This is an optimization exercise on Yosys and OpenROAD, whose aim is small area, not a production implementation. At most, simulation tests tie the RTL to the original design; equivalence was not proved. Power and IR drop assume default switching activity.

Design SpaceInvaders, start of the top module:
module SpaceInvaders (
  input clk,
  input reset,
  input btnLeftInput,
  input btnRightInput,
  input fire,
  output [7:0] rgb,
  output hSync,
  output vSync,
  output victory,
  output defeat
  );
For scale: about 800 cells after synthesis, roughly 100 flip-flops, ~17 I/O pins, about 0.0073 mm2 of cells after synthesis.
export LEC_CHECK = 0
export CAP_MARGIN = 20
export CORE_MARGIN = 2
export CORE_UTILIZATION = 70
export CTS_BUF_LIST = sky130_fd_sc_hd__clkbuf_8
export SLEW_MARGIN = 20
create_clock -name core_clock -period 20.0 [get_ports {clk}]
run.sh (not shown) runs the stock make flow with config.mk's settings and CLKGATE_MAP_FILE= SYNTH_SCRIPT=/design/flow/synth_recipe.tcl, a recipe that flattens the netlist after the stock synthesis.
==> next run, changes <==
--- a/flow/design.v
+++ b/flow/design.v
@@ -81,40 +81,43 @@
       zc <= zcEnd ? ZSTART : lfsr(zc);
       if (lineEnd) begin
         hc <= 10'd881;
         vc <= frameEnd ? 10'd993 : vcInc[9:0];
       end else
         hc <= hcInc[9:0];
     end
   end
 end
 assign hSync = ~(hc[9] & hc[8] & ~(hc[7] & hc[6] & (hc[5] | hc[4])));
 assign vSync = ~(vc[9] & ~vc[4] & ~vc[3] & ~vc[2] & (vc[1] ^ vc[0]));
 reg [1:0] bl, br;
-wire pl = btnLeftInput | reset;
-wire pr = btnRightInput | reset;
-always @(posedge clk) begin
-  bl <= {pl & (bl[0] | bl[1]), pl & ~bl[0] & ~bl[1]};
-  br <= {pr & (br[0] | br[1]), pr & ~br[0] & ~br[1]};
+always @(posedge clk) begin
+  if (reset) begin
+    bl <= 2'b10;
+    br <= 2'b10;
+  end else begin
+    bl <= {btnLeftInput & (bl[0] | bl[1]), btnLeftInput & ~bl[0] & ~bl[1]};
+    br <= {btnRightInput & (br[0] | br[1]), btnRightInput & ~br[0] & ~br[1]};
+  end
 end
 wire left = bl[0];
 wire right = br[0];
 reg [7:0] gp;
 reg shipColor;
 wire [12:0] sdh = add12({4'd0, hc[9:2]}, ~{4'd0, gp}, 1'b1);
 wire [10:0] sd = {sdh[8:0], hc[1:0]};
 wire ss = sd[10];
 wire [5:0] sx = sd[5:0] ^ {6{ss}};               
-wire [4:0] sw = vc[4:0] + 5'd7;                   
-wire [12:0] stri = add12({6'd0, sx}, {6'd0, 1'b1, ~sw}, ss);
+wire [5:0] sw = vc[5:0] + 6'd7;                   
+wire [12:0] stri = add12({6'd0, sx}, {6'd0, ~sw}, ss);
 wire shipBox = ge({2'b00, vc}, 12'd442) & le({2'b00, vc}, 12'd470) &
                (ss ? ge({1'b0, sd}, 12'd2010) : le({1'b0, sd}, 12'd38));
 wire shipRect = ss ? (ge({6'd0, sx}, 12'd21) & le({6'd0, sx}, 12'd28))
                    : (ge({6'd0, sx}, 12'd22) & le({6'd0, sx}, 12'd29));
 wire shipTri = ~stri[6] & (ss | (|sx));
 wire shipShape = shipRect | shipTri;
 wire leftOk = left & ge({4'd0, gp}, 12'd11);
 wire rightOk = right & le({4'd0, gp}, 12'd149);
 wire [12:0] gpAdd = add12({4'd0, gp}, leftOk ? 12'hffb : 12'd5, 1'b0);
 always @(posedge clk) begin
   if (reset) begin
     gp <= 8'd80;
@@ -217,33 +220,33 @@
   colorLaser <= {laserAlive & inLaser & ~killing, laserAlive & inLaser};
 end
 wire [12:0] ahh = add12({2'b00, hc}, ~{1'b0, xA}, 1'b1);
 wire [11:0] ah = ahh[11:0];
 wire az0 = ~|ah[11:8];
 wire az1 = &ah[11:8];
 wire [4:0] inCol;
 assign inCol[0] = (az0 & le({4'd0, ah[7:0]}, 12'd9)) | (az1 & ge({4'd0, ah[7:0]}, 12'd247));
 assign inCol[1] = az0 & ge({4'd0, ah[7:0]}, 12'd31)  & le({4'd0, ah[7:0]}, 12'd49);
 assign inCol[2] = az0 & ge({4'd0, ah[7:0]}, 12'd71)  & le({4'd0, ah[7:0]}, 12'd89);
 assign inCol[3] = az0 & ge({4'd0, ah[7:0]}, 12'd111) & le({4'd0, ah[7:0]}, 12'd129);
 assign inCol[4] = az0 & ge({4'd0, ah[7:0]}, 12'd151) & le({4'd0, ah[7:0]}, 12'd169);
-wire [12:0] avh = add12({4'd0, vPos[9:2]}, ~{4'd0, ya}, 1'b1);
+wire [12:0] avh = add12({4'd0, vc[9:2]}, ~{4'd0, ya}, 1'b1);
 wire [7:0] av = avh[7:0];
-wire avz = (vPos[1:0] == 2'd0);
+wire avz = (vc[1:0] == 2'd0);
 wire [2:0] inRow;
 assign inRow[0] = (av == 8'd255) | (av == 8'd0) | (av == 8'd1 & avz);
 assign inRow[1] = (av == 8'd4)   | (av == 8'd5) | (av == 8'd6 & avz);
 assign inRow[2] = (av == 8'd9)   | (av == 8'd10) | (av == 8'd11 & avz);
 wire [14:0] drawn = alive & {{5{inRow[2]}} & inCol, {5{inRow[1]}} & inCol, {5{inRow[0]}} & inCol}
-                    & {15{hAct}};
+                    & {15{hAct & vAct}};
 wire [2:0] colorAlien =
     ((drawn[0] | drawn[4] | drawn[8] | drawn[12]) ? 3'd2 : 3'd0) |
     ((drawn[1] | drawn[5] | drawn[9] | drawn[13]) ? 3'd3 : 3'd0) |
     ((drawn[2] | drawn[6] | drawn[10] | drawn[14]) ? 3'd4 : 3'd0) |
     ((drawn[3] | drawn[7] | drawn[11]) ? 3'd5 : 3'd0);
 wire [2:0] colorSum = colorAlien + colorLaser + {2'b00, shipColor};
 reg [2:0] rgbF;
 always @(posedge clk)
   rgbF <= {colorSum == 3'd1 || colorSum == 3'd3 || colorSum == 3'd5 || colorSum == 3'd6,
            colorSum == 3'd2 || colorSum == 3'd3 || colorSum == 3'd4,
            colorSum == 3'd4 || colorSum == 3'd5};
 assign rgb = {{3{rgbF[2]}}, {3{rgbF[1]}}, {2{rgbF[0]}}};
=> The changed run passed the timing, DRC and antenna checks; total power falls by 24%; via count went up by 3.0%; sequential share of layout area decreases by 0.22 points; hold slack is about the same; sequential power shrinks by 12%; combinational power came out lower by 50%; clock skew falls by 0.011 ns; setup slack improves by 0.18 ns.
No functional check of the RTL was part of the second run of this note.

## re-timing with driven ports
How much do the figures lean on ideal ports? The routed layouts below were timed once more, with nothing changed but the port constraints. Step 1, drivers: a clkbuf_16 drives clk and a buf_2 each remaining input, both assumed. Step 2 times the ports against the registers' clock, not the clock port: input delays grow and output delays shrink by t, the midpoint of the rising clock arrivals with the driver on. Slacks: no drivers / after step 1 / after step 2; pairs: no drivers / after step 1.
run | shift t [ns] | setup WS [ns] | slew at the worst register clock pin (ns) | worst data-port slew with drivers (ns) | cell pins on the clock port's net
the first run | 0.426 | 12.700 / 12.700 / 12.700 | 0.11 / 0.11 | 0.03 | 1
the second run | 0.423 | 12.881 / 12.881 / 12.881 | 0.10 / 0.10 | 0.03 | 1
After both steps setup and hold are still met in every run listed.
